What follows belongs to an exercise in optimizing a design on an open flow for small area and a short achievable clock period; a production flow would make more cautious choices.
No run shown here included a check of the RTL's function; only the layout flow was run.
Power and IR drop assume default switching activity.

`flow/config.mk`:
```
export PLATFORM = sky130hd
export DESIGN_NAME = STDPmodel_4PWL
export DESIGN_NICKNAME = STDPmodel_4PWL
export VERILOG_FILES = /design/flow/design.v
export SDC_FILE = /design/flow/constraint.sdc
export NUM_CORES = 4
export LEC_CHECK = 0
export CAP_MARGIN = 20
export CORE_MARGIN = 2
export CORE_UTILIZATION = 40
export SETUP_SLACK_MARGIN = 4
export SLEW_MARGIN = 20
```
`flow/run.sh`:
```
#!/bin/bash
# synth_recipe.tcl (not shown) runs the flow's synth.tcl, then flattens the netlist and writes it again
# the make line also repeats each setting of config.mk as NAME=value (left out here)
make -C /OpenROAD-flow-scripts/flow DESIGN_CONFIG=/design/flow/config.mk WORK_HOME=/design/flow/orfs CLKGATE_MAP_FILE= SYNTH_SCRIPT=/design/flow/synth_recipe.tcl finish
```
`flow/design.v`:
```
module c_dff
  (clk, reset, active, d, q);
   parameter width = 32;
   parameter offset = 0;
   parameter reset_type = 0;
   parameter [offset:(offset+width)-1] reset_value = {width{1'b0}};
   input clk;
   wire  clk;
   input reset;
   wire  reset;
   input active;
   wire  active;   
   input [offset:(offset+width)-1] d;
   output [offset:(offset+width)-1] q;
   reg [offset:(offset+width)-1] q;
  generate
      case(reset_type)
	0:
	  always @(posedge clk, posedge reset)
	    if(reset)
	      q <= reset_value;
	    else if(active)
	      q <= d;
	1:
	  always @(posedge clk)
	    if(reset)
	      q <= reset_value;
	    else if(active)
	      q <= d;
      endcase 
  endgenerate
endmodule
module STDPmodel_4PWL
(reset, clk, A_pre, A_post, start_replay_phase, W_previous, W_new);
	input reset;
	input clk;
	input A_pre;
	input A_post;
	input start_replay_phase;
	input  [31:0] W_previous;
	output [31:0] W_new;
	reg    [31:0] W_new;
	localparam [31:0] W_MAX = 32'h0020_0000;
	reg [2:0] Count_pre, Count_post;
	always @(posedge clk)
	  if (reset)              Count_pre <= 3'd0;
	  else if (A_pre)         Count_pre <= 3'd6;
	  else if (Count_pre!=0)  Count_pre <= Count_pre - 3'd1;
	always @(posedge clk)
	  if (reset)              Count_post <= 3'd0;
	  else if (A_post)        Count_post <= 3'd6;
	  else if (Count_post!=0) Count_post <= Count_post - 3'd1;
	wire nz_next = !reset && (A_pre || Count_pre > 3'd1) && (A_post || Count_post > 3'd1);
	reg nz;
	always @(posedge clk) nz <= nz_next;
	wire AdaptW = nz && !reset;
	wire [2:0] Delta_Count = Count_post - Count_pre;
	wire d2 = Delta_Count[2];
	wire [2:0] abs_dc = d2 ? (3'd0 - Delta_Count) : Delta_Count;
	reg AdaptW_2, AdaptW_3, AdaptW_4;
	reg sign_dt_hold, sign_dt_q2, sign_dt_q3, sign_dt_q4;
	wire sign_dt_s1 = AdaptW ? d2 : (AdaptW_4 ? sign_dt_hold : 1'b0);
	always @(posedge clk)
	  if (reset) begin
	    AdaptW_2 <= 1'b0; AdaptW_3 <= 1'b0; AdaptW_4 <= 1'b0;
	    sign_dt_hold <= 1'b0;
	    sign_dt_q2 <= 1'b0; sign_dt_q3 <= 1'b0; sign_dt_q4 <= 1'b0;
	  end else begin
	    AdaptW_2 <= AdaptW; AdaptW_3 <= AdaptW_2; AdaptW_4 <= AdaptW_3;
	    sign_dt_hold <= sign_dt_s1;
	    sign_dt_q2 <= sign_dt_s1; sign_dt_q3 <= sign_dt_q2; sign_dt_q4 <= sign_dt_q3;
	  end
	wire [31:0] ws_in = d2 ? W_previous : (W_MAX - W_previous);
	reg  [31:0] Ws_q1, W_previous_q2, base_q;
	reg  g1, v1, v2;
	wire [31:0] w_q1 = g1 ? Ws_q1 : (W_MAX - Ws_q1);
	always @(posedge clk)
	  if (nz) begin
	    Ws_q1 <= ws_in;  g1 <= d2;
	    W_previous_q2 <= w_q1;
	  end
	always @(posedge clk)
	  if (reset) begin
	    v1 <= 1'b0; v2 <= 1'b0;
	  end else if (nz) begin
	    v1 <= 1'b1; v2 <= v1;
	  end
	wire [31:0] q2_next = nz ? w_q1 : W_previous_q2;
	wire        v2_next = nz ? v1 : v2;
	always @(posedge clk)
	  if (reset)
	    base_q <= 32'd0;
	  else if (nz_next)
	    base_q <= v2_next ? q2_next : 32'd0;
	wire [3:0]  codeT = {d2, abs_dc};
	reg         sgn2;
	always @(posedge clk) sgn2 <= d2;
	wire [31:0] ws = Ws_q1;
	reg [6:0] seg;
	always @(posedge clk)
	  case (codeT)
	    4'b1001: seg <= 7'b0000001;
	    4'b1010: seg <= 7'b0000010;
	    4'b1011: seg <= 7'b0000100;
	    4'b1100: seg <= 7'b0001000;
	    4'b0001: seg <= 7'b0010000;
	    4'b0010: seg <= 7'b0100000;
	    4'b0011: seg <= 7'b1000000;
	    default: seg <= 7'b0;
	  endcase
	wire z5_1 = (ws[5] & ~ws[6]);
	wire z5_2 = (~ws[5] & ws[6]);
	wire z5_3 = (ws[5] & ws[6]);
	wire z7_1 = (ws[7] & ~ws[8]);
	wire z7_2 = (~ws[7] & ws[8]);
	wire z7_3 = (ws[7] & ws[8]);
	wire z9_1 = (ws[9] & ~ws[10]);
	wire z9_2 = (~ws[9] & ws[10]);
	wire z9_3 = (ws[9] & ws[10]);
	wire z11_1 = (ws[11] & ~ws[12]);
	wire z11_2 = (~ws[11] & ws[12]);
	wire z11_3 = (ws[11] & ws[12]);
	wire z13_1 = (ws[13] & ~ws[14]);
	wire z13_2 = (~ws[13] & ws[14]);
	wire z13_3 = (ws[13] & ws[14]);
	wire z15_1 = (ws[15] & ~ws[16]);
	wire z15_2 = (~ws[15] & ws[16]);
	wire z15_3 = (ws[15] & ws[16]);
	wire z17_1 = (ws[17] & ~ws[18]);
	wire z17_2 = (~ws[17] & ws[18]);
	wire z17_3 = (ws[17] & ws[18]);
	wire z19_1 = (ws[19] & ~ws[20]);
	wire z19_2 = (~ws[19] & ws[20]);
	wire z19_3 = (ws[19] & ws[20]);
	wire z21_1 = (ws[21] & ~ws[22]);
	wire z21_2 = (~ws[21] & ws[22]);
	wire z21_3 = (ws[21] & ws[22]);
	wire z23_1 = (ws[23] & ~ws[24]);
	wire z23_2 = (~ws[23] & ws[24]);
	wire z23_3 = (ws[23] & ws[24]);
	wire z25_1 = (ws[25] & ~ws[26]);
	wire z25_2 = (~ws[25] & ws[26]);
	wire z25_3 = (ws[25] & ws[26]);
	wire z27_1 = (ws[27] & ~ws[28]);
	wire z27_2 = (~ws[27] & ws[28]);
	wire z27_3 = (ws[27] & ws[28]);
	wire z29_1 = (ws[29] & ~ws[30]);
	wire z29_2 = (~ws[29] & ws[30]);
	wire z29_3 = (ws[29] & ws[30]);
	wire z31_1 = ws[31];
	wire z31_3 = (ws[31] & ws[32]);
	wire k0 = seg[4] | seg[5] | seg[6];
	wire k1 = seg[0] | seg[1] | seg[2] | seg[4] | seg[5] | seg[6];
	wire k2 = seg[0] | seg[1] | seg[2];
	wire k3 = seg[3] | seg[4];
	wire k4 = seg[3] | seg[5];
	wire k5 = seg[4] | seg[5];
	wire k6 = seg[0] | seg[1] | seg[2] | seg[5] | seg[6];
	wire k7 = seg[0] | seg[1] | seg[2] | seg[3] | seg[4];
	wire k8 = seg[0] | seg[3] | seg[6];
	wire k9 = seg[1] | seg[3] | seg[5];
	wire k10 = seg[0] | seg[1] | seg[5] | seg[6];
	wire k11 = seg[0] | seg[3] | seg[5] | seg[6];
	wire k12 = seg[3] | seg[4] | seg[5];
	wire k13 = seg[0] | seg[1] | seg[2] | seg[3] | seg[4] | seg[5] | seg[6];
	wire k14 = seg[2] | seg[3] | seg[4];
	wire k15 = seg[1] | seg[3];
	wire k16 = seg[0] | seg[3] | seg[4] | seg[6];
	wire k17 = seg[0] | seg[1] | seg[2] | seg[6];
	wire k18 = seg[0] | seg[1] | seg[2] | seg[3] | seg[4] | seg[5];
	wire k19 = seg[0] | seg[1] | seg[4] | seg[6];
	wire k20 = seg[2] | seg[3] | seg[5] | seg[6];
	wire k21 = seg[0] | seg[2];
	wire k22 = seg[1] | seg[2] | seg[4] | seg[6];
	wire k23 = seg[0] | seg[2] | seg[3] | seg[5] | seg[6];
	wire pp5_0 = (z5_1 & k0) | (z5_2 & k1) | (z5_3 & k2);
	wire pp5_1 = (z5_2 & k0);
	wire pp5_2 = (z5_3 & k0);
	wire pp7_0 = (z7_1 & k3) | (z7_2 & k4) | (z7_3 & k5);
	wire pp7_1 = (z7_1 & k1) | (z7_2 & k3) | (z7_3 & k6);
	wire pp7_2 = (z7_1 & k0) | (z7_2 & k1) | (z7_3 & k7);
	wire pp7_3 = (z7_2 & k0);
	wire pp7_4 = (z7_3 & k0);
	wire pp9_0 = (z9_1 & k8) | (z9_2 & k9) | (z9_3 & k10);
	wire pp9_1 = (z9_1 & k4) | (z9_2 & k8) | (z9_3 & k11);
	wire pp9_2 = (z9_1 & k3) | (z9_2 & k4) | (z9_3 & k12);
	wire pp9_3 = (z9_1 & k1) | (z9_2 & k3) | (z9_3 & k6);
	wire pp9_4 = (z9_1 & k0) | (z9_2 & k1) | (z9_3 & k7);
	wire pp9_5 = (z9_2 & k0);
	wire pp9_6 = (z9_3 & k0);
	wire pp11_0 = (z11_1 & k13) | (z11_2 & k13);
	wire pp11_1 = (z11_1 & k9) | (z11_2 & k13) | (z11_3 & k9);
	wire pp11_2 = (z11_1 & k8) | (z11_2 & k9) | (z11_3 & k14);
	wire pp11_3 = (z11_1 & k4) | (z11_2 & k8) | (z11_3 & k15);
	wire pp11_4 = (z11_1 & k3) | (z11_2 & k4) | (z11_3 & k16);
	wire pp11_5 = (z11_1 & k1) | (z11_2 & k3) | (z11_3 & k17);
	wire pp11_6 = (z11_1 & k0) | (z11_2 & k1) | (z11_3 & k18);
	wire pp11_7 = (z11_2 & k0);
	wire pp11_8 = (z11_3 & k0);
	wire pp13_0 = (z13_1 & k18) | (z13_2 & k19) | (z13_3 & k20);
	wire pp13_1 = (z13_1 & k13) | (z13_2 & k18) | (z13_3 & k19);
	wire pp13_2 = (z13_1 & k13) | (z13_2 & k13) | (z13_3 & k18);
	wire pp13_3 = (z13_1 & k9) | (z13_2 & k13) | (z13_3 & k9);
	wire pp13_4 = (z13_1 & k8) | (z13_2 & k9) | (z13_3 & k14);
	wire pp13_5 = (z13_1 & k4) | (z13_2 & k8) | (z13_3 & k15);
	wire pp13_6 = (z13_1 & k3) | (z13_2 & k4) | (z13_3 & k16);
	wire pp13_7 = (z13_1 & k1) | (z13_2 & k3) | (z13_3 & k17);
	wire pp13_8 = (z13_1 & k0) | (z13_2 & k1) | (z13_3 & k18);
	wire pp13_9 = (z13_2 & k0);
	wire pp13_10 = (z13_3 & k0);
	wire pp15_0 = (z15_1 & k21) | (z15_3 & k21);
	wire pp15_1 = (z15_1 & k19) | (z15_2 & k21) | (z15_3 & k22);
	wire pp15_2 = (z15_1 & k18) | (z15_2 & k19) | (z15_3 & k23);
	wire pp15_3 = (z15_1 & k13) | (z15_2 & k18) | (z15_3 & k19);
	wire pp15_4 = (z15_1 & k13) | (z15_2 & k13) | (z15_3 & k18);
	wire pp15_5 = (z15_1 & k9) | (z15_2 & k13) | (z15_3 & k9);
	wire pp15_6 = (z15_1 & k8) | (z15_2 & k9) | (z15_3 & k14);
	wire pp15_7 = (z15_1 & k4) | (z15_2 & k8) | (z15_3 & k15);
	wire pp15_8 = (z15_1 & k3) | (z15_2 & k4) | (z15_3 & k16);
	wire pp15_9 = (z15_1 & k1) | (z15_2 & k3) | (z15_3 & k17);
	wire pp15_10 = (z15_1 & k0) | (z15_2 & k1) | (z15_3 & k18);
	wire pp15_11 = (z15_2 & k0);
	wire pp15_12 = (z15_3 & k0);
	wire pp17_2 = (z17_1 & k21) | (z17_3 & k21);
	wire pp17_3 = (z17_1 & k19) | (z17_2 & k21) | (z17_3 & k22);
	wire pp17_4 = (z17_1 & k18) | (z17_2 & k19) | (z17_3 & k23);
	wire pp17_5 = (z17_1 & k13) | (z17_2 & k18) | (z17_3 & k19);
	wire pp17_6 = (z17_1 & k13) | (z17_2 & k13) | (z17_3 & k18);
	wire pp17_7 = (z17_1 & k9) | (z17_2 & k13) | (z17_3 & k9);
	wire pp17_8 = (z17_1 & k8) | (z17_2 & k9) | (z17_3 & k14);
	wire pp17_9 = (z17_1 & k4) | (z17_2 & k8) | (z17_3 & k15);
	wire pp17_10 = (z17_1 & k3) | (z17_2 & k4) | (z17_3 & k16);
	wire pp17_11 = (z17_1 & k1) | (z17_2 & k3) | (z17_3 & k17);
	wire pp17_12 = (z17_1 & k0) | (z17_2 & k1) | (z17_3 & k18);
	wire pp17_13 = (z17_2 & k0);
	wire pp17_14 = (z17_3 & k0);
	wire pp19_4 = (z19_1 & k21) | (z19_3 & k21);
	wire pp19_5 = (z19_1 & k19) | (z19_2 & k21) | (z19_3 & k22);
	wire pp19_6 = (z19_1 & k18) | (z19_2 & k19) | (z19_3 & k23);
	wire pp19_7 = (z19_1 & k13) | (z19_2 & k18) | (z19_3 & k19);
	wire pp19_8 = (z19_1 & k13) | (z19_2 & k13) | (z19_3 & k18);
	wire pp19_9 = (z19_1 & k9) | (z19_2 & k13) | (z19_3 & k9);
	wire pp19_10 = (z19_1 & k8) | (z19_2 & k9) | (z19_3 & k14);
	wire pp19_11 = (z19_1 & k4) | (z19_2 & k8) | (z19_3 & k15);
	wire pp19_12 = (z19_1 & k3) | (z19_2 & k4) | (z19_3 & k16);
	wire pp19_13 = (z19_1 & k1) | (z19_2 & k3) | (z19_3 & k17);
	wire pp19_14 = (z19_1 & k0) | (z19_2 & k1) | (z19_3 & k18);
	wire pp19_15 = (z19_2 & k0);
	wire pp19_16 = (z19_3 & k0);
	wire pp21_6 = (z21_1 & k21) | (z21_3 & k21);
	wire pp21_7 = (z21_1 & k19) | (z21_2 & k21) | (z21_3 & k22);
	wire pp21_8 = (z21_1 & k18) | (z21_2 & k19) | (z21_3 & k23);
	wire pp21_9 = (z21_1 & k13) | (z21_2 & k18) | (z21_3 & k19);
	wire pp21_10 = (z21_1 & k13) | (z21_2 & k13) | (z21_3 & k18);
	wire pp21_11 = (z21_1 & k9) | (z21_2 & k13) | (z21_3 & k9);
	wire pp21_12 = (z21_1 & k8) | (z21_2 & k9) | (z21_3 & k14);
	wire pp21_13 = (z21_1 & k4) | (z21_2 & k8) | (z21_3 & k15);
	wire pp21_14 = (z21_1 & k3) | (z21_2 & k4) | (z21_3 & k16);
	wire pp21_15 = (z21_1 & k1) | (z21_2 & k3) | (z21_3 & k17);
	wire pp21_16 = (z21_1 & k0) | (z21_2 & k1) | (z21_3 & k18);
	wire pp21_17 = (z21_2 & k0);
	wire pp21_18 = (z21_3 & k0);
	wire pp23_8 = (z23_1 & k21) | (z23_3 & k21);
	wire pp23_9 = (z23_1 & k19) | (z23_2 & k21) | (z23_3 & k22);
	wire pp23_10 = (z23_1 & k18) | (z23_2 & k19) | (z23_3 & k23);
	wire pp23_11 = (z23_1 & k13) | (z23_2 & k18) | (z23_3 & k19);
	wire pp23_12 = (z23_1 & k13) | (z23_2 & k13) | (z23_3 & k18);
	wire pp23_13 = (z23_1 & k9) | (z23_2 & k13) | (z23_3 & k9);
	wire pp23_14 = (z23_1 & k8) | (z23_2 & k9) | (z23_3 & k14);
	wire pp23_15 = (z23_1 & k4) | (z23_2 & k8) | (z23_3 & k15);
	wire pp23_16 = (z23_1 & k3) | (z23_2 & k4) | (z23_3 & k16);
	wire pp23_17 = (z23_1 & k1) | (z23_2 & k3) | (z23_3 & k17);
	wire pp23_18 = (z23_1 & k0) | (z23_2 & k1) | (z23_3 & k18);
	wire pp23_19 = (z23_2 & k0);
	wire pp23_20 = (z23_3 & k0);
	wire pp25_10 = (z25_1 & k21) | (z25_3 & k21);
	wire pp25_11 = (z25_1 & k19) | (z25_2 & k21) | (z25_3 & k22);
	wire pp25_12 = (z25_1 & k18) | (z25_2 & k19) | (z25_3 & k23);
	wire pp25_13 = (z25_1 & k13) | (z25_2 & k18) | (z25_3 & k19);
	wire pp25_14 = (z25_1 & k13) | (z25_2 & k13) | (z25_3 & k18);
	wire pp25_15 = (z25_1 & k9) | (z25_2 & k13) | (z25_3 & k9);
	wire pp25_16 = (z25_1 & k8) | (z25_2 & k9) | (z25_3 & k14);
	wire pp25_17 = (z25_1 & k4) | (z25_2 & k8) | (z25_3 & k15);
	wire pp25_18 = (z25_1 & k3) | (z25_2 & k4) | (z25_3 & k16);
	wire pp25_19 = (z25_1 & k1) | (z25_2 & k3) | (z25_3 & k17);
	wire pp25_20 = (z25_1 & k0) | (z25_2 & k1) | (z25_3 & k18);
	wire pp25_21 = (z25_2 & k0);
	wire pp25_22 = (z25_3 & k0);
	wire pp27_12 = (z27_1 & k21) | (z27_3 & k21);
	wire pp27_13 = (z27_1 & k19) | (z27_2 & k21) | (z27_3 & k22);
	wire pp27_14 = (z27_1 & k18) | (z27_2 & k19) | (z27_3 & k23);
	wire pp27_15 = (z27_1 & k13) | (z27_2 & k18) | (z27_3 & k19);
	wire pp27_16 = (z27_1 & k13) | (z27_2 & k13) | (z27_3 & k18);
	wire pp27_17 = (z27_1 & k9) | (z27_2 & k13) | (z27_3 & k9);
	wire pp27_18 = (z27_1 & k8) | (z27_2 & k9) | (z27_3 & k14);
	wire pp27_19 = (z27_1 & k4) | (z27_2 & k8) | (z27_3 & k15);
	wire pp27_20 = (z27_1 & k3) | (z27_2 & k4) | (z27_3 & k16);
	wire pp27_21 = (z27_1 & k1) | (z27_2 & k3) | (z27_3 & k17);
	wire pp27_22 = (z27_1 & k0) | (z27_2 & k1) | (z27_3 & k18);
	wire pp27_23 = (z27_2 & k0);
	wire pp27_24 = (z27_3 & k0);
	wire pp29_14 = (z29_1 & k21) | (z29_3 & k21);
	wire pp29_15 = (z29_1 & k19) | (z29_2 & k21) | (z29_3 & k22);
	wire pp29_16 = (z29_1 & k18) | (z29_2 & k19) | (z29_3 & k23);
	wire pp29_17 = (z29_1 & k13) | (z29_2 & k18) | (z29_3 & k19);
	wire pp29_18 = (z29_1 & k13) | (z29_2 & k13) | (z29_3 & k18);
	wire pp29_19 = (z29_1 & k9) | (z29_2 & k13) | (z29_3 & k9);
	wire pp29_20 = (z29_1 & k8) | (z29_2 & k9) | (z29_3 & k14);
	wire pp29_21 = (z29_1 & k4) | (z29_2 & k8) | (z29_3 & k15);
	wire pp29_22 = (z29_1 & k3) | (z29_2 & k4) | (z29_3 & k16);
	wire pp29_23 = (z29_1 & k1) | (z29_2 & k3) | (z29_3 & k17);
	wire pp29_24 = (z29_1 & k0) | (z29_2 & k1) | (z29_3 & k18);
	wire pp29_25 = (z29_2 & k0);
	wire pp29_26 = (z29_3 & k0);
	wire pp31_16 = (z31_1 & k21) | (z31_3 & k21);
	wire pp31_17 = (z31_1 & k19) | (z31_3 & k19);
	wire pp31_18 = (z31_1 & k18) | (z31_3 & k18);
	wire pp31_19 = (z31_1 & k13) | (z31_3 & k13);
	wire pp31_20 = (z31_1 & k13) | (z31_3 & k13);
	wire pp31_21 = (z31_1 & k9) | (z31_3 & k9);
	wire pp31_22 = (z31_1 & k8) | (z31_3 & k8);
	wire pp31_23 = (z31_1 & k4) | (z31_3 & k4);
	wire pp31_24 = (z31_1 & k3) | (z31_3 & k3);
	wire pp31_25 = (z31_1 & k1) | (z31_3 & k1);
	wire pp31_26 = (z31_1 & k0) | (z31_3 & k0);
	wire m_s0 = pp5_2 ^ pp7_2;
	wire m_c0 = pp5_2 & pp7_2;
	wire m_s1 = pp7_3 ^ pp9_3;
	wire m_c1 = pp7_3 & pp9_3;
	wire m_s2 = pp7_4 ^ pp9_4 ^ pp11_4;
	wire m_c2 = (pp7_4 & pp9_4) | (pp7_4 & pp11_4) | (pp9_4 & pp11_4);
	wire m_s3 = pp9_5 ^ pp11_5;
	wire m_c3 = pp9_5 & pp11_5;
	wire m_s4 = pp9_6 ^ pp11_6 ^ pp13_6;
	wire m_c4 = (pp9_6 & pp11_6) | (pp9_6 & pp13_6) | (pp11_6 & pp13_6);
	wire m_s5 = pp11_7 ^ pp13_7;
	wire m_c5 = pp11_7 & pp13_7;
	wire m_s6 = pp11_8 ^ pp13_8 ^ pp15_8;
	wire m_c6 = (pp11_8 & pp13_8) | (pp11_8 & pp15_8) | (pp13_8 & pp15_8);
	wire m_s7 = pp13_9 ^ pp15_9;
	wire m_c7 = pp13_9 & pp15_9;
	wire m_s8 = pp13_10 ^ pp15_10 ^ pp17_10;
	wire m_c8 = (pp13_10 & pp15_10) | (pp13_10 & pp17_10) | (pp15_10 & pp17_10);
	wire m_s9 = pp15_11 ^ pp17_11;
	wire m_c9 = pp15_11 & pp17_11;
	wire m_s10 = pp15_12 ^ pp17_12 ^ pp19_12;
	wire m_c10 = (pp15_12 & pp17_12) | (pp15_12 & pp19_12) | (pp17_12 & pp19_12);
	wire m_s11 = pp17_13 ^ pp19_13;
	wire m_c11 = pp17_13 & pp19_13;
	wire m_s12 = pp17_14 ^ pp19_14 ^ pp21_14;
	wire m_c12 = (pp17_14 & pp19_14) | (pp17_14 & pp21_14) | (pp19_14 & pp21_14);
	wire m_s13 = pp19_15 ^ pp21_15;
	wire m_c13 = pp19_15 & pp21_15;
	wire m_s14 = pp19_16 ^ pp21_16 ^ pp23_16;
	wire m_c14 = (pp19_16 & pp21_16) | (pp19_16 & pp23_16) | (pp21_16 & pp23_16);
	wire m_s15 = pp21_17 ^ pp23_17;
	wire m_c15 = pp21_17 & pp23_17;
	wire m_s16 = pp21_18 ^ pp23_18;
	wire m_c16 = pp21_18 & pp23_18;
	wire m_s17 = pp5_0 ^ pp7_0 ^ pp9_0;
	wire m_c17 = (pp5_0 & pp7_0) | (pp5_0 & pp9_0) | (pp7_0 & pp9_0);
	wire m_s18 = pp5_1 ^ pp7_1 ^ pp9_1;
	wire m_c18 = (pp5_1 & pp7_1) | (pp5_1 & pp9_1) | (pp7_1 & pp9_1);
	wire m_s19 = pp11_1 ^ pp13_1;
	wire m_c19 = pp11_1 & pp13_1;
	wire m_s20 = m_s0 ^ pp9_2 ^ pp11_2;
	wire m_c20 = (m_s0 & pp9_2) | (m_s0 & pp11_2) | (pp9_2 & pp11_2);
	wire m_s21 = pp13_2 ^ pp15_2 ^ pp17_2;
	wire m_c21 = (pp13_2 & pp15_2) | (pp13_2 & pp17_2) | (pp15_2 & pp17_2);
	wire m_s22 = m_s1 ^ pp11_3 ^ pp13_3;
	wire m_c22 = (m_s1 & pp11_3) | (m_s1 & pp13_3) | (pp11_3 & pp13_3);
	wire m_s23 = pp15_3 ^ pp17_3 ^ m_c0;
	wire m_c23 = (pp15_3 & pp17_3) | (pp15_3 & m_c0) | (pp17_3 & m_c0);
	wire m_s24 = m_s2 ^ pp13_4 ^ pp15_4;
	wire m_c24 = (m_s2 & pp13_4) | (m_s2 & pp15_4) | (pp13_4 & pp15_4);
	wire m_s25 = pp17_4 ^ pp19_4 ^ m_c1;
	wire m_c25 = (pp17_4 & pp19_4) | (pp17_4 & m_c1) | (pp19_4 & m_c1);
	wire m_s26 = m_s3 ^ pp13_5 ^ pp15_5;
	wire m_c26 = (m_s3 & pp13_5) | (m_s3 & pp15_5) | (pp13_5 & pp15_5);
	wire m_s27 = pp17_5 ^ pp19_5 ^ m_c2;
	wire m_c27 = (pp17_5 & pp19_5) | (pp17_5 & m_c2) | (pp19_5 & m_c2);
	wire m_s28 = m_s4 ^ pp15_6 ^ pp17_6;
	wire m_c28 = (m_s4 & pp15_6) | (m_s4 & pp17_6) | (pp15_6 & pp17_6);
	wire m_s29 = pp19_6 ^ pp21_6 ^ m_c3;
	wire m_c29 = (pp19_6 & pp21_6) | (pp19_6 & m_c3) | (pp21_6 & m_c3);
	wire m_s30 = m_s5 ^ pp15_7 ^ pp17_7;
	wire m_c30 = (m_s5 & pp15_7) | (m_s5 & pp17_7) | (pp15_7 & pp17_7);
	wire m_s31 = pp19_7 ^ pp21_7 ^ m_c4;
	wire m_c31 = (pp19_7 & pp21_7) | (pp19_7 & m_c4) | (pp21_7 & m_c4);
	wire m_s32 = m_s6 ^ pp17_8 ^ pp19_8;
	wire m_c32 = (m_s6 & pp17_8) | (m_s6 & pp19_8) | (pp17_8 & pp19_8);
	wire m_s33 = pp21_8 ^ pp23_8 ^ m_c5;
	wire m_c33 = (pp21_8 & pp23_8) | (pp21_8 & m_c5) | (pp23_8 & m_c5);
	wire m_s34 = m_s7 ^ pp17_9 ^ pp19_9;
	wire m_c34 = (m_s7 & pp17_9) | (m_s7 & pp19_9) | (pp17_9 & pp19_9);
	wire m_s35 = pp21_9 ^ pp23_9 ^ m_c6;
	wire m_c35 = (pp21_9 & pp23_9) | (pp21_9 & m_c6) | (pp23_9 & m_c6);
	wire m_s36 = m_s8 ^ pp19_10 ^ pp21_10;
	wire m_c36 = (m_s8 & pp19_10) | (m_s8 & pp21_10) | (pp19_10 & pp21_10);
	wire m_s37 = pp23_10 ^ pp25_10 ^ m_c7;
	wire m_c37 = (pp23_10 & pp25_10) | (pp23_10 & m_c7) | (pp25_10 & m_c7);
	wire m_s38 = m_s9 ^ pp19_11 ^ pp21_11;
	wire m_c38 = (m_s9 & pp19_11) | (m_s9 & pp21_11) | (pp19_11 & pp21_11);
	wire m_s39 = pp23_11 ^ pp25_11 ^ m_c8;
	wire m_c39 = (pp23_11 & pp25_11) | (pp23_11 & m_c8) | (pp25_11 & m_c8);
	wire m_s40 = m_s10 ^ pp21_12 ^ pp23_12;
	wire m_c40 = (m_s10 & pp21_12) | (m_s10 & pp23_12) | (pp21_12 & pp23_12);
	wire m_s41 = pp25_12 ^ pp27_12 ^ m_c9;
	wire m_c41 = (pp25_12 & pp27_12) | (pp25_12 & m_c9) | (pp27_12 & m_c9);
	wire m_s42 = m_s11 ^ pp21_13 ^ pp23_13;
	wire m_c42 = (m_s11 & pp21_13) | (m_s11 & pp23_13) | (pp21_13 & pp23_13);
	wire m_s43 = pp25_13 ^ pp27_13 ^ m_c10;
	wire m_c43 = (pp25_13 & pp27_13) | (pp25_13 & m_c10) | (pp27_13 & m_c10);
	wire m_s44 = m_s12 ^ pp23_14 ^ pp25_14;
	wire m_c44 = (m_s12 & pp23_14) | (m_s12 & pp25_14) | (pp23_14 & pp25_14);
	wire m_s45 = pp27_14 ^ pp29_14 ^ m_c11;
	wire m_c45 = (pp27_14 & pp29_14) | (pp27_14 & m_c11) | (pp29_14 & m_c11);
	wire m_s46 = m_s13 ^ pp23_15 ^ pp25_15;
	wire m_c46 = (m_s13 & pp23_15) | (m_s13 & pp25_15) | (pp23_15 & pp25_15);
	wire m_s47 = pp27_15 ^ pp29_15 ^ m_c12;
	wire m_c47 = (pp27_15 & pp29_15) | (pp27_15 & m_c12) | (pp29_15 & m_c12);
	wire m_s48 = m_s14 ^ pp25_16 ^ pp27_16;
	wire m_c48 = (m_s14 & pp25_16) | (m_s14 & pp27_16) | (pp25_16 & pp27_16);
	wire m_s49 = pp29_16 ^ pp31_16 ^ m_c13;
	wire m_c49 = (pp29_16 & pp31_16) | (pp29_16 & m_c13) | (pp31_16 & m_c13);
	wire m_s50 = m_s15 ^ pp25_17 ^ pp27_17;
	wire m_c50 = (m_s15 & pp25_17) | (m_s15 & pp27_17) | (pp25_17 & pp27_17);
	wire m_s51 = pp29_17 ^ pp31_17 ^ m_c14;
	wire m_c51 = (pp29_17 & pp31_17) | (pp29_17 & m_c14) | (pp31_17 & m_c14);
	wire m_s52 = m_s16 ^ pp25_18 ^ pp27_18;
	wire m_c52 = (m_s16 & pp25_18) | (m_s16 & pp27_18) | (pp25_18 & pp27_18);
	wire m_s53 = pp29_18 ^ pp31_18 ^ m_c15;
	wire m_c53 = (pp29_18 & pp31_18) | (pp29_18 & m_c15) | (pp31_18 & m_c15);
	wire m_s54 = pp23_19 ^ pp25_19 ^ pp27_19;
	wire m_c54 = (pp23_19 & pp25_19) | (pp23_19 & pp27_19) | (pp25_19 & pp27_19);
	wire m_s55 = pp29_19 ^ pp31_19 ^ m_c16;
	wire m_c55 = (pp29_19 & pp31_19) | (pp29_19 & m_c16) | (pp31_19 & m_c16);
	wire m_s56 = pp23_20 ^ pp25_20 ^ pp27_20;
	wire m_c56 = (pp23_20 & pp25_20) | (pp23_20 & pp27_20) | (pp25_20 & pp27_20);
	wire m_s57 = pp29_20 ^ pp31_20;
	wire m_c57 = pp29_20 & pp31_20;
	wire m_s58 = pp25_21 ^ pp27_21 ^ pp29_21;
	wire m_c58 = (pp25_21 & pp27_21) | (pp25_21 & pp29_21) | (pp27_21 & pp29_21);
	wire m_s59 = pp25_22 ^ pp27_22;
	wire m_c59 = pp25_22 & pp27_22;
	wire m_s60 = m_s17 ^ pp11_0;
	wire m_c60 = m_s17 & pp11_0;
	wire m_s61 = m_s18 ^ m_s19 ^ pp15_1;
	wire m_c61 = (m_s18 & m_s19) | (m_s18 & pp15_1) | (m_s19 & pp15_1);
	wire m_s62 = m_s20 ^ m_s21 ^ m_c18;
	wire m_c62 = (m_s20 & m_s21) | (m_s20 & m_c18) | (m_s21 & m_c18);
	wire m_s63 = m_s22 ^ m_s23 ^ m_c20;
	wire m_c63 = (m_s22 & m_s23) | (m_s22 & m_c20) | (m_s23 & m_c20);
	wire m_s64 = m_s24 ^ m_s25 ^ m_c22;
	wire m_c64 = (m_s24 & m_s25) | (m_s24 & m_c22) | (m_s25 & m_c22);
	wire m_s65 = m_s26 ^ m_s27 ^ m_c24;
	wire m_c65 = (m_s26 & m_s27) | (m_s26 & m_c24) | (m_s27 & m_c24);
	wire m_s66 = m_s28 ^ m_s29 ^ m_c26;
	wire m_c66 = (m_s28 & m_s29) | (m_s28 & m_c26) | (m_s29 & m_c26);
	wire m_s67 = m_s30 ^ m_s31 ^ m_c28;
	wire m_c67 = (m_s30 & m_s31) | (m_s30 & m_c28) | (m_s31 & m_c28);
	wire m_s68 = m_s32 ^ m_s33 ^ m_c30;
	wire m_c68 = (m_s32 & m_s33) | (m_s32 & m_c30) | (m_s33 & m_c30);
	wire m_s69 = m_s34 ^ m_s35 ^ m_c32;
	wire m_c69 = (m_s34 & m_s35) | (m_s34 & m_c32) | (m_s35 & m_c32);
	wire m_s70 = m_s36 ^ m_s37 ^ m_c34;
	wire m_c70 = (m_s36 & m_s37) | (m_s36 & m_c34) | (m_s37 & m_c34);
	wire m_s71 = m_s38 ^ m_s39 ^ m_c36;
	wire m_c71 = (m_s38 & m_s39) | (m_s38 & m_c36) | (m_s39 & m_c36);
	wire m_s72 = m_s40 ^ m_s41 ^ m_c38;
	wire m_c72 = (m_s40 & m_s41) | (m_s40 & m_c38) | (m_s41 & m_c38);
	wire m_s73 = m_s42 ^ m_s43 ^ m_c40;
	wire m_c73 = (m_s42 & m_s43) | (m_s42 & m_c40) | (m_s43 & m_c40);
	wire m_s74 = m_s44 ^ m_s45 ^ m_c42;
	wire m_c74 = (m_s44 & m_s45) | (m_s44 & m_c42) | (m_s45 & m_c42);
	wire m_s75 = m_s46 ^ m_s47 ^ m_c44;
	wire m_c75 = (m_s46 & m_s47) | (m_s46 & m_c44) | (m_s47 & m_c44);
	wire m_s76 = m_s48 ^ m_s49 ^ m_c46;
	wire m_c76 = (m_s48 & m_s49) | (m_s48 & m_c46) | (m_s49 & m_c46);
	wire m_s77 = m_s50 ^ m_s51 ^ m_c48;
	wire m_c77 = (m_s50 & m_s51) | (m_s50 & m_c48) | (m_s51 & m_c48);
	wire m_s78 = m_s52 ^ m_s53 ^ m_c50;
	wire m_c78 = (m_s52 & m_s53) | (m_s52 & m_c50) | (m_s53 & m_c50);
	wire m_s79 = m_s54 ^ m_s55 ^ m_c52;
	wire m_c79 = (m_s54 & m_s55) | (m_s54 & m_c52) | (m_s55 & m_c52);
	wire m_s80 = m_s56 ^ m_s57 ^ m_c54;
	wire m_c80 = (m_s56 & m_s57) | (m_s56 & m_c54) | (m_s57 & m_c54);
	wire m_s81 = m_s58 ^ pp31_21 ^ m_c56;
	wire m_c81 = (m_s58 & pp31_21) | (m_s58 & m_c56) | (pp31_21 & m_c56);
	wire m_s82 = m_s59 ^ pp29_22 ^ pp31_22;
	wire m_c82 = (m_s59 & pp29_22) | (m_s59 & pp31_22) | (pp29_22 & pp31_22);
	wire m_s83 = pp27_23 ^ pp29_23 ^ pp31_23;
	wire m_c83 = (pp27_23 & pp29_23) | (pp27_23 & pp31_23) | (pp29_23 & pp31_23);
	wire m_s84 = pp27_24 ^ pp29_24;
	wire m_c84 = pp27_24 & pp29_24;
	wire m_s85 = m_s60 ^ pp13_0;
	wire m_c85 = m_s60 & pp13_0;
	wire m_s86 = m_s61 ^ m_c17 ^ m_c60;
	wire m_c86 = (m_s61 & m_c17) | (m_s61 & m_c60) | (m_c17 & m_c60);
	wire m_s87 = m_s62 ^ m_c19 ^ m_c61;
	wire m_c87 = (m_s62 & m_c19) | (m_s62 & m_c61) | (m_c19 & m_c61);
	wire m_s88 = m_s63 ^ m_c21 ^ m_c62;
	wire m_c88 = (m_s63 & m_c21) | (m_s63 & m_c62) | (m_c21 & m_c62);
	wire m_s89 = m_s64 ^ m_c23 ^ m_c63;
	wire m_c89 = (m_s64 & m_c23) | (m_s64 & m_c63) | (m_c23 & m_c63);
	wire m_s90 = m_s65 ^ m_c25 ^ m_c64;
	wire m_c90 = (m_s65 & m_c25) | (m_s65 & m_c64) | (m_c25 & m_c64);
	wire m_s91 = m_s66 ^ m_c27 ^ m_c65;
	wire m_c91 = (m_s66 & m_c27) | (m_s66 & m_c65) | (m_c27 & m_c65);
	wire m_s92 = m_s67 ^ m_c29 ^ m_c66;
	wire m_c92 = (m_s67 & m_c29) | (m_s67 & m_c66) | (m_c29 & m_c66);
	wire m_s93 = m_s68 ^ m_c31 ^ m_c67;
	wire m_c93 = (m_s68 & m_c31) | (m_s68 & m_c67) | (m_c31 & m_c67);
	wire m_s94 = m_s69 ^ m_c33 ^ m_c68;
	wire m_c94 = (m_s69 & m_c33) | (m_s69 & m_c68) | (m_c33 & m_c68);
	wire m_s95 = m_s70 ^ m_c35 ^ m_c69;
	wire m_c95 = (m_s70 & m_c35) | (m_s70 & m_c69) | (m_c35 & m_c69);
	wire m_s96 = m_s71 ^ m_c37 ^ m_c70;
	wire m_c96 = (m_s71 & m_c37) | (m_s71 & m_c70) | (m_c37 & m_c70);
	wire m_s97 = m_s72 ^ m_c39 ^ m_c71;
	wire m_c97 = (m_s72 & m_c39) | (m_s72 & m_c71) | (m_c39 & m_c71);
	wire m_s98 = m_s73 ^ m_c41 ^ m_c72;
	wire m_c98 = (m_s73 & m_c41) | (m_s73 & m_c72) | (m_c41 & m_c72);
	wire m_s99 = m_s74 ^ m_c43 ^ m_c73;
	wire m_c99 = (m_s74 & m_c43) | (m_s74 & m_c73) | (m_c43 & m_c73);
	wire m_s100 = m_s75 ^ m_c45 ^ m_c74;
	wire m_c100 = (m_s75 & m_c45) | (m_s75 & m_c74) | (m_c45 & m_c74);
	wire m_s101 = m_s76 ^ m_c47 ^ m_c75;
	wire m_c101 = (m_s76 & m_c47) | (m_s76 & m_c75) | (m_c47 & m_c75);
	wire m_s102 = m_s77 ^ m_c49 ^ m_c76;
	wire m_c102 = (m_s77 & m_c49) | (m_s77 & m_c76) | (m_c49 & m_c76);
	wire m_s103 = m_s78 ^ m_c51 ^ m_c77;
	wire m_c103 = (m_s78 & m_c51) | (m_s78 & m_c77) | (m_c51 & m_c77);
	wire m_s104 = m_s79 ^ m_c53 ^ m_c78;
	wire m_c104 = (m_s79 & m_c53) | (m_s79 & m_c78) | (m_c53 & m_c78);
	wire m_s105 = m_s80 ^ m_c55 ^ m_c79;
	wire m_c105 = (m_s80 & m_c55) | (m_s80 & m_c79) | (m_c55 & m_c79);
	wire m_s106 = m_s81 ^ m_c57 ^ m_c80;
	wire m_c106 = (m_s81 & m_c57) | (m_s81 & m_c80) | (m_c57 & m_c80);
	wire m_s107 = m_s82 ^ m_c58 ^ m_c81;
	wire m_c107 = (m_s82 & m_c58) | (m_s82 & m_c81) | (m_c58 & m_c81);
	wire m_s108 = m_s83 ^ m_c59 ^ m_c82;
	wire m_c108 = (m_s83 & m_c59) | (m_s83 & m_c82) | (m_c59 & m_c82);
	wire m_s109 = m_s84 ^ pp31_24 ^ m_c83;
	wire m_c109 = (m_s84 & pp31_24) | (m_s84 & m_c83) | (pp31_24 & m_c83);
	wire m_s110 = pp29_25 ^ pp31_25 ^ m_c84;
	wire m_c110 = (pp29_25 & pp31_25) | (pp29_25 & m_c84) | (pp31_25 & m_c84);
	wire m_s111 = pp29_26 ^ pp31_26;
	wire m_c111 = pp29_26 & pp31_26;
	wire [27:0] prod_a = {m_c111, m_s111, m_s110, m_s109, m_s108, m_s107, m_s106, m_s105, m_s104, m_s103, m_s102, m_s101, m_s100, m_s99, m_s98, m_s97, m_s96, m_s95, m_s94, m_s93, m_s92, m_s91, m_s90, m_s89, m_s88, m_s87, m_s86, m_s85};
	wire [27:0] prod_b = {1'b0, m_c110, m_c109, m_c108, m_c107, m_c106, m_c105, m_c104, m_c103, m_c102, m_c101, m_c100, m_c99, m_c98, m_c97, m_c96, m_c95, m_c94, m_c93, m_c92, m_c91, m_c90, m_c89, m_c88, m_c87, m_c86, m_c85, pp15_0};
	reg [27:0] P3a, P3b;
	reg        sgn3;
	always @(posedge clk) begin
	  P3a  <= prod_a;
	  P3b  <= prod_b;
	  sgn3 <= sgn2;
	end
	wire [31:0] bx = base_q ^ {32{sgn3}};
	wire [27:0] cs_s = bx[27:0] ^ P3a ^ P3b;
	wire [27:0] cs_c = (bx[27:0] & P3a) | (bx[27:0] & P3b) | (P3a & P3b);
	wire [31:0] r = {bx[31:28], cs_s} + {3'd0, cs_c, 1'b0};
	reg  [31:0] WB4;
	always @(posedge clk)
	  WB4 <= r ^ {32{sgn3}};
	wire [31:0] W_B = AdaptW_4 ? WB4 : W_previous;
	always @(posedge clk)
	  if (start_replay_phase && (AdaptW_4 || AdaptW) && W_B[31])
	    W_new <= sign_dt_q4 ? 32'd0 : W_MAX;
	  else if (start_replay_phase && (AdaptW_4 || AdaptW))
	    W_new <= W_B;
	  else
	    W_new <= W_previous;
endmodule
```
`flow/constraint.sdc`:
```
create_clock -name core_clock -period 7.5 [get_ports {clk}]
set_input_delay 1.5000 -clock core_clock [delete_from_list [all_inputs] [get_ports {clk}]]
set_output_delay 1.5000 -clock core_clock [all_outputs]
set_load 0.01 [all_outputs]
```
==> results.cfg, run 1 <==
[power]
p_sw_share_pct = 45.3
p_sw_w = 0.00437
clock_power_share_pct = 14.4
power_density_mw_per_mm2 = 492
peakVddDrop_mv = 0.403
p_seq_share_pct = 20.4
combPwrFrac_pct = 65.2
internal_power_w = 0.00527
leakagePower_nw = 8.36

[yosys]
synth_area_sq_mm = 0.0160
seq_area_frac_synth_pct = 32.0
async_reset_ff_share_pct = 0
synth_flop_cell = dfxtp_1
synthMuxAreaShare_pct = 0.749
syn_nets = 2088
synth_fa_ha_area_share_pct = 19.7
syn_inst = 1873
synth_cell_types = 66
synth_enable_flop_cells = 33
synth-seq-cells = 240
synth_top_family_by_area = adder cells
syn_area_per_cell_sq_um = 8.56
synth-compound-area-share_pct = 17.3
synthSimpleGateAreaFrac_pct = 13.8
synth_xor_area_share_pct = 8.09
synth_warnings = 2

[sta]
slew_viol_final = 0
setup_viol = 0
tightest_slew_ps = 1020
fin_hold_ws_ps = 325
finalHoldViolCount = 0
rsz0062_at_grt = yes
fin_skew_ps = 21.0
fin_crit_sh_pct = 49.2
finalSetupTns_ps = 0
maxSlewHeadroom_pct = 32.2
fmax_ghz = 0.271
period_needed_ps = 3690

[die]
floorplan.rows = 73
start_util_pct = 40.4
fp.dieW_microns = 204
die_h_microns = 204
io_pins = 69
die_area_sq_mm = 0.0417
coreArea_sq_mm = 0.0396

[global_routing]
grt_overflow = 0
grt_max_degree = 60
gr-usage-all-layers_pct = 23.8
grt_pass1_wl_mm = 76.7
grt_pass1_vias = 13800
antenna_found_initial = 0

[cts]
cts_tree = built
htree_levels = 1
cts_made_buffers = 28
clock-sinks = 240
clockRootBuffer = clkbuf_16
clockBufferDepth = 3
clk-insertion-delay-late_ps = 560
path_clk_slew_ps = 60

[outcome]
status = timing/DRC/antenna clean

[setup_path]
path_class = flip-flop to flip-flop
crit_required_ps = 7930
crit_path_max_fanout = 9
crit_path_end_kind = flip-flop
cp-start-kind = flip-flop
arrival_ps = 4120
rrSetupSlack_ps = 3810

[place]
globalplace.congestion = 0.934
hpwlAfterDp_mm = 33.9
io_buffers = 68

[routing]
ant_nets = 0
vias = 13900
wl_per_cell_microns = 19.9
drt-pass1-iter-count = 6
drc = 0
drtIter0Drc = 1424
vias_per_cell = 5.49
drt_wl_total_mm = 50.2

[layout]
drive_gt1_share_pct = 16.4
area.growth.synth_to_final_pct = 22.3
antenna_cells = 0
fin_nets = 2191
layout_common_cells = 205 x inv_1, 198 x dfxtp_1, 191 x a21oi_1
final_common_cell = inv_1

[hold_path]
min_path_type = flip-flop to flip-flop

[flow_run]
max_cap_viol_count = 0
## final timing paths
check | start | to | depth (start not counted)
max | Ws_q1[13]$_DFFE_PP_ | P3a[8]$_DFF_P_ | 9
min | sgn2$_DFF_P_ | sgn3$_DFF_P_ | 0
max reg2reg | Ws_q1[13]$_DFFE_PP_ | P3a[8]$_DFF_P_ | 9
min reg2reg | sgn2$_DFF_P_ | sgn3$_DFF_P_ | 0
## flip-flops by register name (all words and copies together), names as in the netlist
register,cells
W_new,32
sign_dt_q3,1
seg,7
base_q,32
sgn2,1
WB4,32
v2,1
P3b,27
AdaptW_3,1
W_previous_q2,32
P3a,28
AdaptW_2,1
g1,1
Ws_q1,32
sign_dt_q4,1
nz,1
sign_dt_hold,1
Count_post,3
v1,1
AdaptW_4,1
sgn3,1
Count_pre,3
## routing by layer
metal | global-route usage (%) | wire length (microns) | vias up | share of wire [%]
li1 | - | - | 6386 | -
met2 | 39.4 | 23400 | 640 | 47
met4 | 10.6 | 2460 | 0 | 4.9
met1 | 30.8 | 20600 | 6675 | 41
met5 | 0 | 0 | - | 0
met3 | 3.70 | 3690 | 154 | 7.4
## cells in the mapped netlist, types with 19 or more instances
cell type    n  area [sq um]
inv_1      225           845
dfxtp_1    207          4140
nand2_1    199           747
a21oi_1    198           991
nor2_1     141           529
fa_1       124          2480
clkbuf_1   105           394
xnor2_1    101           885
o21ai_0    100           500
ha_1        54           676
xor2_1      47           412
edfxtp_1    33           991
nor3_1      28           140
o22ai_1     28           175
o211ai_1    25           188
a22o_1      22           193
a22oi_1     19           143
## critical path, stage by stage, from the launching register on
cell and delay (ps):
edfxtp_1 560, clkinv_1 440, nand2_1 420, o22ai_2 130
fa_2 440, fa_2 530, inv_1 50, fa_2 510
inv_1 50, fa_1 440
## cells by family after synthesis
group	after synthesis
AOI/OAI and AO/OA	465
and+or+nand+nor	482
xor gates and xnor gates	148
adders and majority gates	178
muxes	11
DFF	240
buffers and inverters	349
## metrics by stage
step	total power (W)	setup slack [ps]	area, sq um	instances	utilization, %
4_1_cts	0.00918	3910	18900	2478	47.6
2_1_floorplan	0.00593	3900	16200	1873	-
5_1_grt	0.0105	3750	19600	2523	49.4
6_report	0.00964	3810	19600	2523	49.4
3_3_place_gp	0.00723	2750	17100	2365	43.2
3_5_place_dp	0.00736	2620	17100	2365	43.2
## power by group through the flow
| stage | Clock [W] | Sequential [W] | Combinational (W) |
|---|---|---|---|
| global placement | 0 | 0.00205 | 0.00518 |
| global route | 0.00146 | 0.00201 | 0.00706 |
| finish | 0.00139 | 0.00197 | 0.00628 |
| CTS | 0.00142 | 0.00198 | 0.00579 |
| detailed placement | 0 | 0.00205 | 0.00531 |
| floorplan | 0 | 0.00187 | 0.00406 |
## what timing repair did
item	4_1_cts	5_1_grt
buffers inserted	59	42
hold buffers	0	0
pin swaps	28	68
gates resized for setup	73	110
gates cloned	2	2
endpoints found under the setup margin	78	61
## area by class of cell
type	instances	area [sq um]
clock buffers	42	835
clock inverters	10	108
fillers	3800	20000
inverters	228	857
multi-input cells	1285	10100
flip-flops and latches	240	5170
well taps	525	657
repair buffers	193	1860
==> inputs of run 2 (changes only) <==
--- a/flow/config.mk
+++ b/flow/config.mk
@@ -8,5 +8,5 @@
 export CAP_MARGIN = 20
 export CORE_MARGIN = 2
 export CORE_UTILIZATION = 40
-export SETUP_SLACK_MARGIN = 4
+export SETUP_SLACK_MARGIN = 4.5
 export SLEW_MARGIN = 20
==> results.cfg, run 2 <==
[yosys]
yosys.cell_count.top_type = inv_1
synth_enable_flop_cells = 33
synth_top_family_by_area = adder cells
syn_area_per_cell_sq_um = 8.56
syn_nets = 2088
yosysTopAreaCell = dfxtp_1
synth_fa_ha_area_share_pct = 19.7
async_reset_ff_share_pct = 0
synthSimpleGateAreaFrac_pct = 13.8
synth_warnings = 2
synth_area_sq_mm = 0.0160
synthMuxAreaShare_pct = 0.749
synth_common_cells = 225 x inv_1, 207 x dfxtp_1, 199 x nand2_1, 198 x a21oi_1, 141 x nor2_1
synth_area_leaders = dfxtp_1 26%, fa_1 15%, a21oi_1 6.2%, edfxtp_1 6.2%, xnor2_1 5.5%
seq_area_frac_synth_pct = 32.0
syn_inst = 1873
synth_flop_cell = dfxtp_1
synth_top_cell_area_share_pct = 25.9
synth-compound-area-share_pct = 17.3
synth_cell_types = 66
synth_xor_area_share_pct = 8.09
synth-seq-cells = 240

[global_routing]
antenna_found_initial = 0
gr-usage-all-layers_pct = 25.7
grt_max_degree = 64
grt_pass1_vias = 14200
grt_overflow = 0
grt_pass1_wl_mm = 82.2

[sta]
fin_skew_ps = 15.9
maxSlewHeadroom_pct = 39.1
timing.final.ws_setup_ps = 3860
period_needed_ps = 3640
fin_crit_sh_pct = 48.5
rsz0062_at_grt = yes
fmax_ghz = 0.275
finalSetupTns_ps = 0
tightest_slew_ps = 913
setup_viol = 0
finalHoldViolCount = 0
slew_viol_final = 0

[cts]
clockRootBuffer = clkbuf_16
cts_tree = built
cts_hold_buf = 0
cts_made_buffers = 29
path_clk_slew_ps = 60
htree_levels = 1
clk-insertion-delay-late_ps = 570
clockBufferDepth = 3
clock-sinks = 240

[setup_path]
path_class = flip-flop to flip-flop
crit_path_max_fanout = 5
crit_path_end_kind = flip-flop
arrival_ps = 4150
crit_required_ps = 8010
critPathMaxStageDelay_ps = 510
path_cells = or2_4 -> nor3_4 -> nand2b_4 -> buf_12 -> mux2_4 -> nand2_2 -> o21ai_2 -> fa_2 -> fa_1 -> inv_1 -> fa_1 -> inv_2 -> fa_2
cp-start-kind = flip-flop
path_delay_family = adder cells
crit_path_top_delay_cell = fa_2
worst-path-buf-inv = 3

[routing]
wl_met2_mm = 25.4
vias_per_cell = 5.53
vias = 14200
drt_wl_total_mm = 54.4
top_layer = met4
ant_nets = 0
wl_met3_mm = 3.92
wl_per_cell_microns = 21.2
drc = 0
drtIter0Drc = 1163
drt-met1-wl_mm = 22.4
drt-pass1-iter-count = 6

[layout]
layout_common_cells = 198 x dfxtp_1, 185 x inv_1, 181 x nand2_1
fill_cells = 3600
area.growth.synth_to_final_pct = 31.2
ff_latch_area_sq_mm = 0.00517
fin_nets = 2230
multiInputGateArea_sq_mm = 0.0109
final_common_cell = dfxtp_1
fin_area_sq_mm = 0.0210
drive_gt1_share_pct = 24.9

[die]
start_util_pct = 40.4
die_h_microns = 204
floorplan.rows = 73
io_pins = 69
die_area_sq_mm = 0.0417
fp.dieW_microns = 204
coreArea_sq_mm = 0.0396

[hold_path]
min_path_type = flip-flop to flip-flop

[power]
power_density_mw_per_mm2 = 529
finalPower_w = 0.0111
peakVddDrop_mv = 0.385
leakagePower_nw = 8.82

[place]
io_buffers = 68
hpwlAfterDp_mm = 34.8
pre_cts_ws_ps = 3090
placed_cell_area_sq_mm = 0.0173
globalplace.congestion = 0.918

[flow_run]
max_cap_viol_count = 0

[outcome]
status = timing/DRC/antenna clean
==> run 2: per-stage QoR <==
step,std cells,hold WS (ps),utilization (%)
after floorplan,1873,310,-
after global placement,2366,312,43.5
after detailed placement,2367,314,43.6
after CTS,2521,328,50.9
after global routing,2563,338,53.0
final,2564,334,53.0
==> run 2: path summary, 6_finish.rpt <==
check	start	slack (ps)	to	cells after the start
worst max-delay path	seg[4]$_DFF_P_	3860	P3a[6]$_DFF_P_	13
worst min-delay path	sgn2$_DFF_P_	330	sgn3$_DFF_P_	0
worst max register to register	seg[4]$_DFF_P_	3860	P3a[6]$_DFF_P_	13
worst min register to register	sgn2$_DFF_P_	330	sgn3$_DFF_P_	0
==> run 2: logic make-up after synthesis <==
kind of cell	Yosys count
buffers and inverters	349
muxes	11
xor gates and xnor gates	148
and+or+nand+nor	482
DFF	240
AOI/OAI and AO/OA	465
adders and majority gates	178
==> run 2: what timing repair did <==
item | in CTS | in global routing
buffers inserted | 91 | 40
setup endpoints to repair | 97 | 131
pin swaps | 79 | 90
gates resized for setup | 237 | 149
gates cloned | 9 | 2
==> run 2: cell type report <==
type,count,share of cell area [%]
antenna,1,0.0119
clock buffer,33,3.62
clock inverter,21,1.43
inverter,228,4.09
multi-input combinational,1286,51.7
sequential,240,24.6
tap,525,3.12
timing repair buffer,230,11.5
==> run 2: power by group <==
group	switching, W	internal [W]
Clock	0.000600	0.000970
Sequential	0.000211	0.00175
Combinational	0.00418	0.00340
Total	0.00499	0.00612
==> run 2: metal layers <==
metal | up-vias | global-route usage (%)
met2 | 603 | 41.9
li1 | 6486 | -
met1 | 6931 | 33.5
met5 | - | 0
met3 | 155 | 4.11
met4 | 0 | 12.0
==> inputs of run 3 (changes only) <==
--- a/flow/design.v
+++ b/flow/design.v
@@ -70,10 +70,22 @@
 	    sign_dt_hold <= sign_dt_s1;
 	    sign_dt_q2 <= sign_dt_s1; sign_dt_q3 <= sign_dt_q2; sign_dt_q4 <= sign_dt_q3;
 	  end
-	wire [31:0] ws_in = d2 ? W_previous : (W_MAX - W_previous);
+	function [31:0] wmax_minus_mask;
+	  input [31:0] x;
+	  integer i;
+	  reg b;
+	  begin
+	    b = 1'b0;
+	    for (i = 0; i < 32; i = i + 1) begin
+	      wmax_minus_mask[i] = W_MAX[i] ^ b;
+	      b = W_MAX[i] ? (x[i] & b) : (x[i] | b);
+	    end
+	  end
+	endfunction
+	wire [31:0] ws_in = W_previous ^ ({32{~d2}} & wmax_minus_mask(W_previous));
 	reg  [31:0] Ws_q1, W_previous_q2, base_q;
 	reg  g1, v1, v2;
-	wire [31:0] w_q1 = g1 ? Ws_q1 : (W_MAX - Ws_q1);
+	wire [31:0] w_q1 = Ws_q1 ^ ({32{~g1}} & wmax_minus_mask(Ws_q1));
 	always @(posedge clk)
 	  if (nz) begin
 	    Ws_q1 <= ws_in;  g1 <= d2;
@@ -96,17 +108,17 @@
 	reg         sgn2;
 	always @(posedge clk) sgn2 <= d2;
 	wire [31:0] ws = Ws_q1;
-	reg [6:0] seg;
+	reg [23:0] kc;
 	always @(posedge clk)
 	  case (codeT)
-	    4'b1001: seg <= 7'b0000001;
-	    4'b1010: seg <= 7'b0000010;
-	    4'b1011: seg <= 7'b0000100;
-	    4'b1100: seg <= 7'b0001000;
-	    4'b0001: seg <= 7'b0010000;
-	    4'b0010: seg <= 7'b0100000;
-	    4'b0011: seg <= 7'b1000000;
-	    default: seg <= 7'b0;
+	    4'b1001: kc <= 24'b101011110010110111000110;
+	    4'b1010: kc <= 24'b010011101010011011000110;
+	    4'b1011: kc <= 24'b111101100110000011000110;
+	    4'b1100: kc <= 24'b100101011111101110011000;
+	    4'b0001: kc <= 24'b010011010111000010101011;
+	    4'b0010: kc <= 24'b100101000011111001110011;
+	    4'b0011: kc <= 24'b110110110010110101000011;
+	    default: kc <= 24'b0;
 	  endcase
 	wire z5_1 = (ws[5] & ~ws[6]);
 	wire z5_2 = (~ws[5] & ws[6]);
@@ -149,30 +161,30 @@
 	wire z29_3 = (ws[29] & ws[30]);
 	wire z31_1 = ws[31];
 	wire z31_3 = (ws[31] & ws[32]);
-	wire k0 = seg[4] | seg[5] | seg[6];
-	wire k1 = seg[0] | seg[1] | seg[2] | seg[4] | seg[5] | seg[6];
-	wire k2 = seg[0] | seg[1] | seg[2];
-	wire k3 = seg[3] | seg[4];
-	wire k4 = seg[3] | seg[5];
-	wire k5 = seg[4] | seg[5];
-	wire k6 = seg[0] | seg[1] | seg[2] | seg[5] | seg[6];
-	wire k7 = seg[0] | seg[1] | seg[2] | seg[3] | seg[4];
-	wire k8 = seg[0] | seg[3] | seg[6];
-	wire k9 = seg[1] | seg[3] | seg[5];
-	wire k10 = seg[0] | seg[1] | seg[5] | seg[6];
-	wire k11 = seg[0] | seg[3] | seg[5] | seg[6];
-	wire k12 = seg[3] | seg[4] | seg[5];
-	wire k13 = seg[0] | seg[1] | seg[2] | seg[3] | seg[4] | seg[5] | seg[6];
-	wire k14 = seg[2] | seg[3] | seg[4];
-	wire k15 = seg[1] | seg[3];
-	wire k16 = seg[0] | seg[3] | seg[4] | seg[6];
-	wire k17 = seg[0] | seg[1] | seg[2] | seg[6];
-	wire k18 = seg[0] | seg[1] | seg[2] | seg[3] | seg[4] | seg[5];
-	wire k19 = seg[0] | seg[1] | seg[4] | seg[6];
-	wire k20 = seg[2] | seg[3] | seg[5] | seg[6];
-	wire k21 = seg[0] | seg[2];
-	wire k22 = seg[1] | seg[2] | seg[4] | seg[6];
-	wire k23 = seg[0] | seg[2] | seg[3] | seg[5] | seg[6];
+	wire k0 = kc[0];
+	wire k1 = kc[1];
+	wire k2 = kc[2];
+	wire k3 = kc[3];
+	wire k4 = kc[4];
+	wire k5 = kc[5];
+	wire k6 = kc[6];
+	wire k7 = kc[7];
+	wire k8 = kc[8];
+	wire k9 = kc[9];
+	wire k10 = kc[10];
+	wire k11 = kc[11];
+	wire k12 = kc[12];
+	wire k13 = kc[13];
+	wire k14 = kc[14];
+	wire k15 = kc[15];
+	wire k16 = kc[16];
+	wire k17 = kc[17];
+	wire k18 = kc[18];
+	wire k19 = kc[19];
+	wire k20 = kc[20];
+	wire k21 = kc[21];
+	wire k22 = kc[22];
+	wire k23 = kc[23];
 	wire pp5_0 = (z5_1 & k0) | (z5_2 & k1) | (z5_3 & k2);
 	wire pp5_1 = (z5_2 & k0);
 	wire pp5_2 = (z5_3 & k0);
--- a/flow/config.mk
+++ b/flow/config.mk
@@ -8,5 +8,5 @@
 export CAP_MARGIN = 20
 export CORE_MARGIN = 2
 export CORE_UTILIZATION = 40
-export SETUP_SLACK_MARGIN = 4.5
+export SETUP_SLACK_MARGIN = 4
 export SLEW_MARGIN = 20
==> results.cfg, run 3 <==
[outcome]
status = timing/DRC/antenna clean

[sta]
maxSlewHeadroom_pct = 30.5
fin_hold_ws_ps = 326
finalSetupTns_ps = 0
tightest_slew_ps = 1040
timing.final.ws_setup_ps = 2500
rsz0062_at_grt = yes
fin_crit_sh_pct = 66.6
fmax_ghz = 0.200
slew_viol_final = 0
fin_skew_ps = 23.8
setup_viol = 0
finalHoldViolCount = 0
period_needed_ps = 5000

[yosys]
syn_inst = 1748
syn_area_per_cell_sq_um = 9.30
seq_area_frac_synth_pct = 33.7
async_reset_ff_share_pct = 0
synth_flop_cell = dfxtp_1
synth_area_leaders = dfxtp_1 28%, fa_1 15%, xnor2_1 6.6%, edfxtp_1 6.1%, inv_1 5.0%
yosys.cell_count.top_type = dfxtp_1
synth_cell_types = 58
synth_common_cells = 224 x dfxtp_1, 218 x inv_1, 147 x nand2_1, 132 x nor2_1, 124 x fa_1
synth_enable_flop_cells = 33
synth_area_sq_mm = 0.0163
synth_warnings = 2
synth_top_cell_area_share_pct = 27.6
synth-seq-cells = 257
yosysTopAreaCell = dfxtp_1
syn_nets = 1961

[routing]
vias_per_cell = 5.25
ant_nets = 0
wl_per_cell_microns = 18.5
drt_wl_total_mm = 43.7
vias = 12400
drt-pass1-iter-count = 5
drc = 0
drtIter0Drc = 892

[setup_path]
critical_path.startpoint = W_previous[0]
crit_path_end_kind = flip-flop
critPathMaxStageDelay_ps = 550
rrSetupSlack_ps = 3560
arrival_ps = 5290
r2r_start = sgn3$_DFF_P_
endpoint = Ws_q1[26]$_DFFE_PP_
cp-start-kind = input port
crit_path_top_delay_cell = or4_4
rr_endpoint = WB4[23]$_DFF_P_
crit_required_ps = 7790
cpMostUsedCell = or4_4
path_cells = buf_8 -> or4_4 -> or4_4 -> or4b_4 -> or4b_4 -> or4_4 -> or4_4 -> a21oi_4 -> buf_6 -> nor2b_4 -> a21oi_1 -> xor2_1
crit_path_max_fanout = 5
path_class = input port to flip-flop
r2r_cells = 16

[layout]
fill_cells = 3701
area.growth.synth_to_final_pct = 19.9
layout_common_cells = 220 x dfxtp_1, 214 x inv_1, 142 x nand2_1
fin_nets = 2028
drive_gt1_share_pct = 16.7
final_common_cell = dfxtp_1
fin_area_sq_mm = 0.0195
antenna_cells = 0

[cts]
path_clk_slew_ps = 60
clk-insertion-delay-late_ps = 560
cts_hold_buf = 0
clockBufferDepth = 3
cts_made_buffers = 28
cts_tree = built
clock-sinks = 257
htree_levels = 1
clockRootBuffer = clkbuf_16

[power]
leakagePower_nw = 8.61
peakVddDrop_mv = 0.384
power_density_mw_per_mm2 = 496

[die]
die_area_sq_mm = 0.0423
start_util_pct = 40.7
fp.dieW_microns = 206
coreArea_sq_mm = 0.0399
floorplan.rows = 73
die_h_microns = 206
io_pins = 69

[hold_path]
min_path_type = flip-flop to flip-flop

[place]
pre_cts_ws_ps = 1500
io_buffers = 68
placed_cell_area_sq_mm = 0.0174
globalplace.congestion = 0.833
hpwlAfterDp_mm = 29.1

[global_routing]
grt_pass1_vias = 12700
grt_max_degree = 68
grt_overflow = 0
grt_pass1_wl_mm = 69.3
antenna_found_initial = 0
gr-usage-all-layers_pct = 21.0

[flow_run]
max_cap_viol_count = 0
[run 3: changes by cell type in the layout (fill, tap and decap cells not counted), sizes merged, moves of 17 or more]
cell / before / now
a21oi: 198 / 124
o211ai: 26 / 1
a22oi: 19 / 44
buf: 163 / 96
xnor2: 101 / 122
and3: 10 / 27
o22ai: 28 / 1
dfxtp: 207 / 224
mux2: 5 / 68
nor3: 30 / 12
nand2: 200 / 147
o21ai: 107 / 42
a22o: 22 / 43
[run 3: layout make-up]
class	count	area (sq um)	share of cell area [%]
clock buffers	41	853	4.38
repair buffers	160	1490	7.65
inverters	218	822	4.22
flip-flops and latches	257	5490	28.1
clock inverters	11	163	0.835
well taps	525	657	3.37
multi-input cells	1150	10000	51.4
[run 3: cells by family after synthesis]
group                      count (synthesis)  synth area share (%)
muxes                                     89                  6.00
adders and majority gates                176                  19.3
and+or+nand+nor                          398                  11.3
AOI/OAI and AO/OA                        324                  13.1
xor gates and xnor gates                 162                  8.73
buffers and inverters                    342                  7.90
DFF                                      257                  33.7
[run 3: critical path: cells and delay by family]
family,cells,cell delay (ps)
AOI/OAI and AO/OA,2,290
and+or+nand+nor,7,3100
buffers and inverters,2,230
xor gates and xnor gates,1,180
[run 3: metrics by stage]
step,cells,utilization [%],power (W)
after floorplan,1748,-,0.00614
after global placement,2235,43.7,0.00743
after detailed placement,2235,43.7,0.00754
after CTS,2334,47.7,0.00942
after global routing,2362,48.8,0.0106
final,2362,48.8,0.00967
[run 3: power breakdown]
part	leakage, nW	switching [W]	internal (W)
clock network	0.499	0.000575	0.000926
registers	2.18	0.000296	0.00189
logic	5.93	0.00316	0.00283
total	8.61	0.00403	0.00565
[run 3: worst min-delay path by stage]
| stage | start | to | slack (ps) | cells past startpoint |
|---|---|---|---|---|
| 6_report | sgn2$_DFF_P_ | sgn3$_DFF_P_ | 330 | 0 |
| 3_5_place_dp | sgn2$_DFF_P_ | sgn3$_DFF_P_ | 310 | 0 |
| 2_1_floorplan | sgn2$_DFF_P_ | sgn3$_DFF_P_ | 310 | 0 |
| 5_1_grt | sgn2$_DFF_P_ | sgn3$_DFF_P_ | 330 | 0 |
| 3_3_place_gp | sgn2$_DFF_P_ | sgn3$_DFF_P_ | 310 | 0 |
| 4_1_cts | sgn2$_DFF_P_ | sgn3$_DFF_P_ | 330 | 0 |
[run 3: timing repair]
| item | 4_1_cts | 5_1_grt |
|---|---|---|
| setup endpoints to repair | 78 | 57 |
| pin swaps | 26 | 22 |
| setup buffers | 46 | 27 |
| gates cloned | 1 | 0 |
| gates resized for setup | 61 | 45 |
[run 3: layer usage]
metal	part of all wire (%)	vias up	global-route usage, %
li1	-	5839	-
met1	43	6131	27.0
met2	50	347	37.1
met3	4.7	73	2.79
met4	2.5	0	5.32
met5	0	-	0

[afterwards: timing with drivers on the ports]
In the flow no input, the clock included, has a driving cell. The finished layouts below were timed again as built, in two steps. Step 1: set_driving_cell puts a clkbuf_16 on clk and a buf_2 on each other input, an assumption about the parent block. Step 2 moves the port delays by t, midway between the first and last clock arrival at a register: inputs arrive t later, outputs are due t later. That takes back most of the time a late clock gives input paths. Slacks: ideal / step 1 / step 2; pairs: ideal / step 1.
| run | shift t [ns] | setup slack, ns | cell pins on the clock port's net |
|---|---|---|---|
| run 1 | 0.605 | 3.810 / 3.810 / 3.527 | 1 |
| run 2 | 0.615 | 3.859 / 3.859 / 3.671 | 1 |
| run 3 | 0.599 | 2.502 / 2.512 / 1.913 | 1 |
After both steps setup and hold are still met in every run listed. For run 3, which loses most, drivers alone change the setup slack by +0.010 ns; drivers and shift together by -0.589 ns.
